Context: an optimization exercise on an open-source flow, tuned for small area. The choices shown serve that exercise and are no tape-out recipe. Only simulation tests tie the RTL to the original design; equivalence was not proved. Power is estimated from default activity; no workload was simulated.

### flow/config.mk
export PLATFORM = sky130hd
export DESIGN_NAME = cla_32bit
export DESIGN_NICKNAME = cla_32bit
export VERILOG_FILES = /design/flow/design.v
export SDC_FILE = /design/flow/constraint.sdc
export NUM_CORES = 4
export LEC_CHECK = 0
export ABC_AREA = 1
export CAP_MARGIN = 20
export CORE_MARGIN = 2
export CORE_UTILIZATION = 70
export GPL_TIMING_DRIVEN = 0
export SLEW_MARGIN = 20
### flow/constraint.sdc
create_clock -name core_clock -period 2.5 [get_ports {i_clk}]
set_input_delay 0.5000 -clock core_clock [delete_from_list [all_inputs] [get_ports {i_clk}]]
set_output_delay 0.5000 -clock core_clock [all_outputs]
set_load 0.01 [all_outputs]
### flow/design.v
`timescale 1ns / 1ps
module cla_32bit(input i_clk, input [31:0] in1, input [31:0] in2, output [32:0] out);
  wire [31:0] a = in1, b = in2;
  wire [31:0] p = a ^ b, g = a & b;
  wire [32:0] sum;
  wire GG0 = (g[0] & p[1]) | (g[1]);
  wire PP0 = p[0] & p[1];
  wire GG1 = (g[2] & p[3]) | (g[3]);
  wire PP1 = p[2] & p[3];
  wire GG2 = (g[4] & p[5]) | (g[5]);
  wire PP2 = p[4] & p[5];
  wire GG3 = (g[6] & p[7]) | (g[7]);
  wire PP3 = p[6] & p[7];
  wire GG4 = (g[8] & p[9]) | (g[9]);
  wire PP4 = p[8] & p[9];
  wire GG5 = (g[10] & p[11]) | (g[11]);
  wire PP5 = p[10] & p[11];
  wire GG6 = (g[12] & p[13]) | (g[13]);
  wire PP6 = p[12] & p[13];
  wire GG7 = (g[14] & p[15]) | (g[15]);
  wire PP7 = p[14] & p[15];
  wire GG8 = (g[16] & p[17]) | (g[17]);
  wire PP8 = p[16] & p[17];
  wire GG9 = (g[18] & p[19]) | (g[19]);
  wire PP9 = p[18] & p[19];
  wire GG10 = (g[20] & p[21]) | (g[21]);
  wire PP10 = p[20] & p[21];
  wire GG11 = (g[22] & p[23]) | (g[23]);
  wire PP11 = p[22] & p[23];
  wire GG12 = (g[24] & p[25]) | (g[25]);
  wire PP12 = p[24] & p[25];
  wire GG13 = (g[26] & p[27]) | (g[27]);
  wire PP13 = p[26] & p[27];
  wire GG14 = (g[28] & p[29]) | (g[29]);
  wire PP14 = p[28] & p[29];
  wire GG15 = (g[30] & p[31]) | (g[31]);
  wire PP15 = p[30] & p[31];
  wire G1 = GG1 | (PP1 & GG0);
  wire P1 = PP1 & PP0;
  wire G2 = GG3 | (PP3 & GG2);
  wire P2 = PP3 & PP2;
  wire G3 = GG5 | (PP5 & GG4);
  wire P3 = PP5 & PP4;
  wire G4 = GG7 | (PP7 & GG6);
  wire P4 = PP7 & PP6;
  wire G5 = GG9 | (PP9 & GG8);
  wire P5 = PP9 & PP8;
  wire G6 = GG11 | (PP11 & GG10);
  wire P6 = PP11 & PP10;
  wire G7 = GG13 | (PP13 & GG12);
  wire P7 = PP13 & PP12;
  wire G8 = GG15 | (PP15 & GG14);
  wire P8 = PP15 & PP14;
  wire G9 = G2 | (P2 & G1);
  wire P9 = P2 & P1;
  wire G10 = G4 | (P4 & G3);
  wire P10 = P4 & P3;
  wire G11 = G6 | (P6 & G5);
  wire P11 = P6 & P5;
  wire G12 = G8 | (P8 & G7);
  wire P12 = P8 & P7;
  wire G13 = G10 | (P10 & G9);
  wire P13 = P10 & P9;
  wire G14 = G12 | (P12 & G11);
  wire P14 = P12 & P11;
  wire G15 = G14 | (P14 & G13);
  wire P15 = P14 & P13;
  wire G16 = G11 | (P11 & G13);
  wire P16 = P11 & P13;
  wire G17 = G3 | (P3 & G9);
  wire P17 = P3 & P9;
  wire G18 = G5 | (P5 & G13);
  wire P18 = P5 & P13;
  wire G19 = G7 | (P7 & G16);
  wire P19 = P7 & P16;
  wire G20 = GG2 | (PP2 & G1);
  wire P20 = PP2 & P1;
  wire G21 = GG4 | (PP4 & G9);
  wire P21 = PP4 & P9;
  wire G22 = GG6 | (PP6 & G17);
  wire P22 = PP6 & P17;
  wire G23 = GG8 | (PP8 & G13);
  wire P23 = PP8 & P13;
  wire G24 = GG10 | (PP10 & G18);
  wire P24 = PP10 & P18;
  wire G25 = GG12 | (PP12 & G16);
  wire P25 = PP12 & P16;
  wire G26 = GG14 | (PP14 & G19);
  wire P26 = PP14 & P19;
  wire ci0 = 1'b0;
  assign sum[0] = a[0] ^ b[0] ^ ci0;
  wire c1 = (a[0] & b[0]) | (a[0] & ci0) | (b[0] & ci0);
  assign sum[1] = a[1] ^ b[1] ^ c1;
  wire ci1 = GG0;
  assign sum[2] = a[2] ^ b[2] ^ ci1;
  wire c3 = (a[2] & b[2]) | (a[2] & ci1) | (b[2] & ci1);
  assign sum[3] = a[3] ^ b[3] ^ c3;
  wire ci2 = G1;
  assign sum[4] = a[4] ^ b[4] ^ ci2;
  wire c5 = (a[4] & b[4]) | (a[4] & ci2) | (b[4] & ci2);
  assign sum[5] = a[5] ^ b[5] ^ c5;
  wire ci3 = G20;
  assign sum[6] = a[6] ^ b[6] ^ ci3;
  wire c7 = (a[6] & b[6]) | (a[6] & ci3) | (b[6] & ci3);
  assign sum[7] = a[7] ^ b[7] ^ c7;
  wire ci4 = G9;
  assign sum[8] = a[8] ^ b[8] ^ ci4;
  wire c9 = (a[8] & b[8]) | (a[8] & ci4) | (b[8] & ci4);
  assign sum[9] = a[9] ^ b[9] ^ c9;
  wire ci5 = G21;
  assign sum[10] = a[10] ^ b[10] ^ ci5;
  wire c11 = (a[10] & b[10]) | (a[10] & ci5) | (b[10] & ci5);
  assign sum[11] = a[11] ^ b[11] ^ c11;
  wire ci6 = G17;
  assign sum[12] = a[12] ^ b[12] ^ ci6;
  wire c13 = (a[12] & b[12]) | (a[12] & ci6) | (b[12] & ci6);
  assign sum[13] = a[13] ^ b[13] ^ c13;
  wire ci7 = G22;
  assign sum[14] = a[14] ^ b[14] ^ ci7;
  wire c15 = (a[14] & b[14]) | (a[14] & ci7) | (b[14] & ci7);
  assign sum[15] = a[15] ^ b[15] ^ c15;
  wire ci8 = G13;
  assign sum[16] = a[16] ^ b[16] ^ ci8;
  wire c17 = (a[16] & b[16]) | (a[16] & ci8) | (b[16] & ci8);
  assign sum[17] = a[17] ^ b[17] ^ c17;
  wire ci9 = G23;
  assign sum[18] = a[18] ^ b[18] ^ ci9;
  wire c19 = (a[18] & b[18]) | (a[18] & ci9) | (b[18] & ci9);
  assign sum[19] = a[19] ^ b[19] ^ c19;
  wire ci10 = G18;
  assign sum[20] = a[20] ^ b[20] ^ ci10;
  wire c21 = (a[20] & b[20]) | (a[20] & ci10) | (b[20] & ci10);
  assign sum[21] = a[21] ^ b[21] ^ c21;
  wire ci11 = G24;
  assign sum[22] = a[22] ^ b[22] ^ ci11;
  wire c23 = (a[22] & b[22]) | (a[22] & ci11) | (b[22] & ci11);
  assign sum[23] = a[23] ^ b[23] ^ c23;
  wire ci12 = G16;
  assign sum[24] = a[24] ^ b[24] ^ ci12;
  wire c25 = (a[24] & b[24]) | (a[24] & ci12) | (b[24] & ci12);
  assign sum[25] = a[25] ^ b[25] ^ c25;
  wire ci13 = G25;
  assign sum[26] = a[26] ^ b[26] ^ ci13;
  wire c27 = (a[26] & b[26]) | (a[26] & ci13) | (b[26] & ci13);
  assign sum[27] = a[27] ^ b[27] ^ c27;
  wire ci14 = G19;
  assign sum[28] = a[28] ^ b[28] ^ ci14;
  wire c29 = (a[28] & b[28]) | (a[28] & ci14) | (b[28] & ci14);
  assign sum[29] = a[29] ^ b[29] ^ c29;
  wire ci15 = G26;
  assign sum[30] = a[30] ^ b[30] ^ ci15;
  wire c31 = (a[30] & b[30]) | (a[30] & ci15) | (b[30] & ci15);
  assign sum[31] = a[31] ^ b[31] ^ c31;
  assign sum[32] = G15;
  reg [32:0] s0, s1, s2, s3, s4, s5, s6, s7, s8, s9;
  always @(posedge i_clk) begin
    s0 <= sum; s1 <= s0; s2 <= s1; s3 <= s2; s4 <= s3;
    s5 <= s4; s6 <= s5; s7 <= s6; s8 <= s7; s9 <= s8;
  end
  assign out = s9;
endmodule
### flow/flow/run.sh
#!/bin/bash
# Standard ORFS layout (the standard.sh, standard synthesis unchanged) with:
#  - port buffers of the smallest buffer cell instead of the default delay buffer
#  - CTS with larger sink clusters of clkbuf_4/clkbuf_8 and no dummy loads
# Each tool's full output stays in orfs/logs/; make's own output goes to make.log here.
set -euo pipefail
bash standard.sh \
  "BUFFER_PORTS_ARGS=-buffer_cell sky130_fd_sc_hd__buf_1" \
  "CTS_ARGS=-sink_clustering_enable -repair_clock_nets -dont_use_dummy_load -sink_clustering_size 20 -sink_clustering_max_diameter 60 -buf_list {sky130_fd_sc_hd__clkbuf_4 sky130_fd_sc_hd__clkbuf_8}" \
  finish > make.log 2>&1
### flow/standard.sh
#!/bin/bash
# synth_recipe.tcl (not shown) runs the flow's synth.tcl, then flattens the netlist and writes it again
# the make line also repeats each setting of config.mk as NAME=value (left out here)
make -C /OpenROAD-flow-scripts/flow DESIGN_CONFIG=/design/flow/config.mk WORK_HOME=/design/flow/orfs CLKGATE_MAP_FILE= SYNTH_SCRIPT=/design/flow/synth_recipe.tcl "${@:-finish}"
==> impl_metrics.env <==
export IMPL_cts_setup_buffers=0
export IMPL_pre_cts_slack_ps=-255.1
export IMPL_postLayoutCellArea_um2=8698
export IMPL_firstDrtPassIters=4
export IMPL_drive_above_1_share_pct=5.509
export IMPL_synthArstFlopShare_pct=0
export IMPL_clock_sinks=330
export IMPL_r2r_cells=0
export IMPL_wire_per_inst_um=10.96
export IMPL_clk_latency_ps=500
export IMPL_cts_buffer_depth=3
export IMPL_rsz0062_at_grt="no"
export IMPL_htree_levels=1
export IMPL_leakage_nw=3.724
export IMPL_path_clk_slew_ps=110
export IMPL_hold_depth=2
export IMPL_num_vias=3303
export IMPL_synth_top_cell_area_share_pct=83.82
export IMPL_grt_first_pass_wirelength_mm=13.32
export IMPL_period_share_pct=88.66
export IMPL_drtAntennaViolNets=0
export IMPL_synth_cell_type_count=19
export IMPL_io_pins=98
export IMPL_reg2reg_from="s0[31]$_DFF_P_"
export IMPL_die_h_um=110.1
export IMPL_yosys_register_bits=330
export IMPL_skew_ps=29.51
export IMPL_required_ps=2900
export IMPL_final_cells=739
export IMPL_worst_hold_path_type="in -> reg"
export IMPL_min_from="in1[0]"
export IMPL_worstHoldEndpoint="s0[0]$_DFF_P_"
export IMPL_path_class="in -> reg"
export IMPL_cellPowerDensity_nw_per_um2=1052
export IMPL_grt_overflow_total=0
export IMPL_synth_edff_count=0
export IMPL_critPathArrivalTime_ps=2610
export IMPL_cts_tree="done"
export IMPL_hold_buffers=0
export IMPL_fin_nets=713
export IMPL_status="finished clean"
export IMPL_dieArea_um2=12120
export IMPL_drc=0
export IMPL_vdd_drop_max_uv=725.2
export IMPL_grtUsageTotal_pct=14.05
export IMPL_final_util_pct=79.54
export IMPL_startpoint_type="primary input"
export IMPL_synth_nets=594
export IMPL_first_global_vias=3252
export IMPL_synth_most_common_cell="dfxtp_1"
export IMPL_totalWireLength_mm=8.096
export IMPL_yosys_top_cells_area="dfxtp_1 84%, ha_1 4.9%, fa_1 4.1%"
export IMPL_viasPerCell=4.470
export IMPL_syn_avg_cell_area_um2=16.35
export IMPL_grt_max_degree=21
export IMPL_root_buffer="clkbuf_8"
export IMPL_dp_cells=719
export IMPL_synth_main_ff_cell="dfxtp_1"
export IMPL_r2r_slack_ps=2040
export IMPL_synthTopCellsByCount="330 x dfxtp_1, 32 x nand2_1, 31 x ha_1"
export IMPL_synth_seq_area_share_pct=83.82
export IMPL_gp_congestion=0.7875
export IMPL_tns_ps=0
export IMPL_rr_endpoint="s1[31]$_DFF_P_"
export IMPL_die_w_um=110.1
export IMPL_setup_slack_ps=283.6
export IMPL_yosys_warnings=1
export IMPL_syn_instance_count=482
export IMPL_hold_viol_final=0
export IMPL_fmax_mhz=451.2
export IMPL_max_slew_margin_rel_pct=81.62
export IMPL_area_delta_synth_final_pct=10.37
export IMPL_num_rows=38
export IMPL_numCtsBuffers=20
export IMPL_io_buffers=97
export IMPL_slew_violations=0
export IMPL_ctsResizeCount=0
export IMPL_setup_violations_final=0
export IMPL_place_area_um2=8423
export IMPL_drtIter0Drc=126
export IMPL_fin_crit_ps=2216
export IMPL_n_antenna_cell=0
export IMPL_netlist_area_um2=7881
export IMPL_drv_cap=0
export IMPL_antenna_found_initial=0
export IMPL_start_util_pct=72.07
export IMPL_tightest_slew_ps=275.8
export IMPL_worstSetupEndpointType="flip-flop"
export IMPL_core_area_um2=10940
export IMPL_synth_top_cell_by_area="dfxtp_1"
export IMPL_place_hpwl_mm=5.615
export IMPL_path_max_fanout=4
export IMPL_fillerInstances=558
## placed cells by master, fill, tap and decap left out, drive strengths merged, types with 2 or more instances in the layout
cell / instances
dfxtp: 330
buf: 97
nand2: 39
ha: 31
clkbuf: 20
fa: 16
xor2: 15
inv: 13
nor2: 10
a21oi: 9
nand3: 7
a31o: 3
o21bai: 2
a21o: 2
nand4: 2
a211oi: 2
## logic make-up (layout without fill, tap and decap cells)
family | count (synthesis) | in the layout | synth area share [%]
buffers and inverters | 13 | 130 | 0.6192
AND/OR/NAND/NOR | 59 | 59 | 3.429
adder cells (fa/ha/maj) | 47 | 47 | 8.986
flip-flops | 330 | 330 | 83.82
AO/OA/AOI/OAI | 18 | 18 | 1.476
XOR/XNOR | 15 | 15 | 1.667
## worst max path at each step
| stage | depth (start not counted) | start | end |
|---|---|---|---|
| floorplan | 16 | in1[0] | s0[31]$_DFF_P_ |
| global placement | 17 | in1[0] | s0[31]$_DFF_P_ |
| detailed placement | 17 | in1[0] | s0[31]$_DFF_P_ |
| CTS | 17 | in1[0] | s0[31]$_DFF_P_ |
| global route | 17 | in2[0] | s0[31]$_DFF_P_ |
| finish | 17 | in1[0] | s0[31]$_DFF_P_ |
## per-stage QoR
stage               power, mW  hold WS [ps]
global placement        7.165         309.6
global route            9.610         220.1
CTS                     9.287         195.0
finish                  9.153         236.0
detailed placement      7.275         312.1
floorplan               6.965         309.6
## layer usage
metal	global-route usage [%]	wire length [um]	up-vias
met1	16.87	3629	1435
met3	3.469	479	20
met2	23.88	3749	106
li1	-	-	1742
met5	0	0	-
met4	6.607	238	0
## layout make-up
type	instances	area, um^2	area share, %
Clock buffer	20	275.3	3.165
Inverter	13	48.80	0.5610
Multi-Input combinational cell	139	1229	14.13
Sequential cell	330	6606	75.95
Tap cell	140	175.2	2.014
Timing Repair Buffer	97	364.1	4.186
## critical path, stage by stage
cell     delay, ps
buf_1           70
ha_1           200
fa_2           350
nand2_1         70
nand2_1         70
nand3_1        110
nand2_2        100
nand2_1         90
nand2_2         90
nand2_2        100
nand2_4         60
nand2_2         60
nand2_2         70
nand2_1         70
nand2_1         60
fa_1           380
xor2_1         170
## report_power, final
group | leakage, nW | internal (mW) | total [mW] | switching, mW
Clock | 0.144 | 0.726 | 2.03 | 1.30
Combinational | 0.795 | 0.186 | 0.453 | 0.267
Sequential | 2.78 | 6.42 | 6.67 | 0.253
Total | 3.72 | 7.33 | 9.15 | 1.82

static timing again, ports no longer ideal:
No port has a modelled driver above. Below, the same layout with a new extraction and two added sets of constraints. Step 1 assumes that a clkbuf_16 drives the clock port and a buf_2 every other input. Step 2, shift: input delay + t, output delay - t, t = (earliest + latest rising clock arrival at the registers) / 2. This alone moves slack from input paths to output paths. Three values: ideal ports, drivers, drivers and shift; two values: the first two.
t (ns): 0.518
slack for setup (ns): 0.284 / 0.288 / -0.229
worst slew at a driven data input, ns: 0.04
Met with ideal ports but missed after step 2: setup timing in this run. For this run, drivers alone change the setup slack by +0.004 ns; drivers and shift together by -0.513 ns.
